Background: an optimization exercise with open tools, aiming at small area. Do not read the settings as production practice.
The RTL was checked by simulation tests, not by an equivalence proof against the original design.

== run A ==
Design cordic_pipeline, start of the top module:
module cordic_pipeline(
    input  wire         clk,
    input  wire         rst,
    input  wire         valid_in,
    input  wire  signed [15:0] x_in,
    input  wire  signed [15:0] y_in,
    output reg   signed [15:0] magnitude,
    output reg          valid
);
Size in the first run: ~1900 cells after synthesis, roughly 430 flip-flops, ~52 I/O pins, roughly 22000 um^2 of cells after synthesis.
Settings: LEC_CHECK=0, CAP_MARGIN=20, CORE_MARGIN=2, CORE_UTILIZATION=60, CTS_BUF_LIST=sky130_fd_sc_hd__clkbuf_8, CTS_CLUSTER_DIAMETER=60, CTS_CLUSTER_SIZE=20, PLACE_DENSITY=0.7, SLEW_MARGIN=20, SYNTH_HIERARCHICAL=1, SYNTH_MINIMUM_KEEP_SIZE=0; clock period 5.0 ns.
standard.sh (not shown) runs the stock make flow with config.mk's settings and CLKGATE_MAP_FILE= SYNTH_SCRIPT=/design/flow/synth_recipe.tcl, a recipe that flattens the netlist after the stock synthesis.
==> flow/flow/run.sh <==
#!/bin/bash
set -euo pipefail
CTS="-sink_clustering_enable -repair_clock_nets -dont_use_dummy_load"
CTS="$CTS -buf_list sky130_fd_sc_hd__clkbuf_8 -sink_clustering_size 20 -sink_clustering_max_diameter 60"
bash standard.sh "CTS_ARGS=$CTS" "BUFFER_PORTS_ARGS=-buffer_cell sky130_fd_sc_hd__buf_1" RECOVER_POWER=100 finish > flow_make.log 2>&1
--- input diff run A..run B ---
==> flow/flow/run.sh <==
#!/bin/bash
set -euo pipefail
CTS="-sink_clustering_enable -repair_clock_nets -dont_use_dummy_load"
CTS="$CTS -buf_list sky130_fd_sc_hd__clkbuf_16 -sink_clustering_size 28 -sink_clustering_max_diameter 70"
bash standard.sh "CTS_ARGS=$CTS" "BUFFER_PORTS_ARGS=-buffer_cell sky130_fd_sc_hd__buf_1" finish > flow_make.log 2>&1
Results
- Compared to run A, the router laid down more metal wire for run B.
- Run B vs run A — clock skew rose 0.0092 ns.
- In the flow results for run B and run A, the initial DRC count is smaller on run B.
Changes in run C relative to run B:
==> flow/flow/run.sh <==
#!/bin/bash
set -euo pipefail
CTS="-sink_clustering_enable -repair_clock_nets -dont_use_dummy_load"
CTS="$CTS -buf_list sky130_fd_sc_hd__clkbuf_8 -sink_clustering_size 20 -sink_clustering_max_diameter 60"
bash standard.sh "CTS_ARGS=$CTS" finish > flow_make.log 2>&1
==> run notes <==
- Delta (run C minus run B): H-tree depth now larger, worst setup slack now larger, logic depth of the worst setup path including buffers comparable.
- Lower multi-input combinational cell area was reported by run B, not run C.
- Total routing usage reported by global routing was higher in run B than in run C.
- Compared with run B, run C shows cell area that has gone up slightly.
- The run showing the smaller post-synthesis to final-layout area growth is run B.
- In summary, run C completed successfully, with a layout that passed the timing, DRC and antenna checks.
- Across both runs, arrival time reported for the critical path endpoint was lower for run C than for run B.
Input changes introduced in run D (baseline for comparison: run C):
diff --git a/flow/flow/run.sh b/flow/flow/run.sh
--- a/flow/flow/run.sh
+++ b/flow/flow/run.sh
@@ -5 +5 @@
-bash standard.sh "CTS_ARGS=$CTS" finish > flow_make.log 2>&1
+bash standard.sh "CTS_ARGS=$CTS" "BUFFER_PORTS_ARGS=-buffer_cell sky130_fd_sc_hd__buf_1" finish > flow_make.log 2>&1
Notes after the runs:
Between run C and run D, the mean cell area of the mapped netlist figures differ only marginally. Cell area sits lower in run D than in run C. [diff] worst slack at placement, run D relative to run C: improvement. The worst slack on hold paths of run C and that of run D are within noise of each other. Status: share of the cycle needed by the critical path after routing parity (run C, run D). Post-layout worst setup margin ends up lower on run C.

---

cordic_pipeline, a different RTL version from the one above (not shown whole).
Size in the first run: roughly 2100 cells after synthesis.
export LEC_CHECK = 0
export ABC_AREA = 1
export CAP_MARGIN = 20
export CORE_MARGIN = 2
export CORE_UTILIZATION = 60
export CTS_BUF_LIST = sky130_fd_sc_hd__clkbuf_8
export CTS_CLUSTER_DIAMETER = 60
export CTS_CLUSTER_SIZE = 20
export PLACE_DENSITY = 0.7
export SLEW_MARGIN = 20
export SYNTH_HIERARCHICAL = 1
export SYNTH_MINIMUM_KEEP_SIZE = 0
create_clock -name core_clock -period 5.0 [get_ports {clk}]
==> flow/flow/run.sh <==
#!/bin/bash
set -euo pipefail
CTS="-sink_clustering_enable -repair_clock_nets -dont_use_dummy_load"
CTS="$CTS -buf_list sky130_fd_sc_hd__clkbuf_4 -sink_clustering_size 10 -sink_clustering_max_diameter 40"
bash standard.sh "CTS_ARGS=$CTS" "BUFFER_PORTS_ARGS=-buffer_cell sky130_fd_sc_hd__buf_1" RECOVER_POWER=100 finish > flow_make.log 2>&1
==> next run, changes <==
--- a/flow/flow/run.sh
+++ b/flow/flow/run.sh
@@ -4 +4 @@
-CTS="$CTS -buf_list sky130_fd_sc_hd__clkbuf_4 -sink_clustering_size 10 -sink_clustering_max_diameter 40"
+CTS="$CTS -buf_list sky130_fd_sc_hd__clkbuf_4 -sink_clustering_size 12 -sink_clustering_max_diameter 45"
Result: Routed wire length goes down by 0.54%. Non-clock buffer count does not change. Clock-buffer cell count goes down by 6. Global-route usage goes down by 0.25 points. Setup slack got worse by 0.043 ns. Design area barely changes. Synthesized cell count is unchanged.

---

== zinc ==
cordic_pipeline with an RTL version that a note above also has.
Size: roughly 1900 cells after synthesis, roughly 430 flip-flops, roughly 52 I/O pins, roughly 22000 sq um of cells after synthesis.
Settings: LEC_CHECK=0, CAP_MARGIN=20, CORE_MARGIN=2, CORE_UTILIZATION=60, CTS_BUF_LIST=sky130_fd_sc_hd__clkbuf_8, CTS_CLUSTER_DIAMETER=60, CTS_CLUSTER_SIZE=20, PLACE_DENSITY=0.7, SLEW_MARGIN=20, SYNTH_HIERARCHICAL=1, SYNTH_MINIMUM_KEEP_SIZE=0; clock period 5.0 ns.
==> flow/flow/run.sh <==
#!/bin/bash
set -euo pipefail
CTS="-sink_clustering_enable -repair_clock_nets -dont_use_dummy_load"
CTS="$CTS -buf_list {sky130_fd_sc_hd__clkbuf_4 sky130_fd_sc_hd__clkbuf_8} -sink_clustering_size 16 -sink_clustering_max_diameter 50"
bash standard.sh "CTS_ARGS=$CTS" "BUFFER_PORTS_ARGS=-buffer_cell sky130_fd_sc_hd__buf_1" finish > flow_make.log 2>&1
diff inputs: zinc => garnet
Settings: swapping 20 for 5 in SLEW_MARGIN; swapping 20 for 5 in CAP_MARGIN.
-- flow/flow/run.sh --
<<< zinc, line 4
CTS="$CTS -buf_list {sky130_fd_sc_hd__clkbuf_4 sky130_fd_sc_hd__clkbuf_8} -sink_clustering_size 16 -sink_clustering_max_diameter 50"
>>> garnet, line 4
CTS="$CTS -buf_list sky130_fd_sc_hd__clkbuf_8 -sink_clustering_size 20 -sink_clustering_max_diameter 60"
==> run notes <==
- zinc -> garnet: wire length decreased slightly
- The count of clock-net buffers in the final layout in zinc is 1.2 times that in garnet.
- Going from zinc to garnet, total number of vias shrinks by about 0.75%.
- Minimum clock period after layout essentially unchanged between zinc and garnet.
- Between garnet and zinc, it is garnet whose sequential share of cell area is higher, by 0.23 points.
- Compared with zinc, in garnet cell count now smaller; cell area lower; wire length of the first global-routing pass saw a decrease.
Relative to garnet, the following input files were edited for harbor:
Settings: CAP_MARGIN changed from 5 to 20; SLEW_MARGIN changed from 5 to 20.
-- flow/flow/run.sh --
<<< garnet, line 5
bash standard.sh "CTS_ARGS=$CTS" "BUFFER_PORTS_ARGS=-buffer_cell sky130_fd_sc_hd__buf_1" finish > flow_make.log 2>&1
>>> harbor, line 5
bash standard.sh "CTS_ARGS=$CTS" "BUFFER_PORTS_ARGS=-buffer_cell sky130_fd_sc_hd__buf_1" RECOVER_POWER=100 finish > flow_make.log 2>&1
### Flow results
Looking at the reports, harbor completed the entire flow and the layout it produced met the timing, DRC and antenna checks. Taking garnet as the reference, in harbor share of cell area taken by flip-flops and latches closely matched the old numbers; wire length held; area share of buffers outside the clock network ~0 delta. Multi-input gate area in the final layout essentially unchanged between garnet and harbor.
## Diff of input files: violet against harbor
==> flow/run.sh (new file) <==
#!/bin/bash
# synth_recipe.tcl (not shown) runs the flow's synth.tcl, then flattens the netlist and writes it again
# the make line also repeats each setting of config.mk as NAME=value (left out here)
make -C /OpenROAD-flow-scripts/flow DESIGN_CONFIG=/design/flow/config.mk WORK_HOME=/design/flow/orfs CLKGATE_MAP_FILE= SYNTH_SCRIPT=/design/flow/synth_recipe.tcl finish
removed: flow/flow/run.sh
removed: flow/standard.sh
Findings:
- Re hold slack: violet is 0.041 ns up on harbor.
- Compare harbor and violet | fraction of area in multi-input gates lower: violet
- When violet is set beside harbor, its number of instances resized during post-cts repair turns out to be 16 larger.

## static timing again, ports no longer ideal
In the flow no input, the clock included, has a driving cell. The finished layouts below were timed again as built, in two steps. Step 1: set_driving_cell puts a clkbuf_16 on clk and a buf_2 on each other input, an assumption about the parent block. Step 2 adds t to the input delays and takes it off the output delays; t is the mean of the earliest and latest rising clock arrival at the registers after step 1. Input paths then give back, and output paths get back, about the clock's delay inside the block. a / b / c = ideal / step 1 / step 2; a / b = the first two.
run	shift t [ns]	slack for setup (ns)	worst hold slack (ns)	worst register clock-pin slew, ns
run A	0.590	0.090 / 0.041 / 0.126	0.402 / 0.402 / 0.402	0.12 / 0.12
run B	0.615	0.061 / 0.008 / 0.153	0.434 / 0.434 / 0.434	0.10 / 0.10
run C	0.583	0.081 / 0.031 / -0.086	0.401 / 0.401 / 0.401	0.12 / 0.12
run D	0.589	0.084 / 0.036 / 0.149	0.402 / 0.402 / 0.402	0.12 / 0.12
the first run of note 2	0.785	0.265 / 0.249 / 0.094	0.404 / 0.387 / 0.404	0.11 / 0.11
the second run of note 2	0.724	0.222 / 0.222 / 0.134	0.377 / 0.377 / 0.377	0.12 / 0.12
zinc	0.634	0.083 / 0.034 / 0.162	0.413 / 0.413 / 0.413	0.10 / 0.10
garnet	0.590	0.082 / 0.034 / 0.142	0.402 / 0.402 / 0.402	0.12 / 0.12
harbor	0.590	0.090 / 0.041 / 0.126	0.402 / 0.402 / 0.402	0.12 / 0.12
violet	0.605	0.089 / 0.039 / -0.072	0.442 / 0.442 / 0.442	0.12 / 0.12
Met with ideal ports but missed after step 2: setup timing in run C and violet. For the first run of note 2, which loses most, drivers alone change the setup slack by -0.016 ns; drivers and shift together by -0.171 ns.
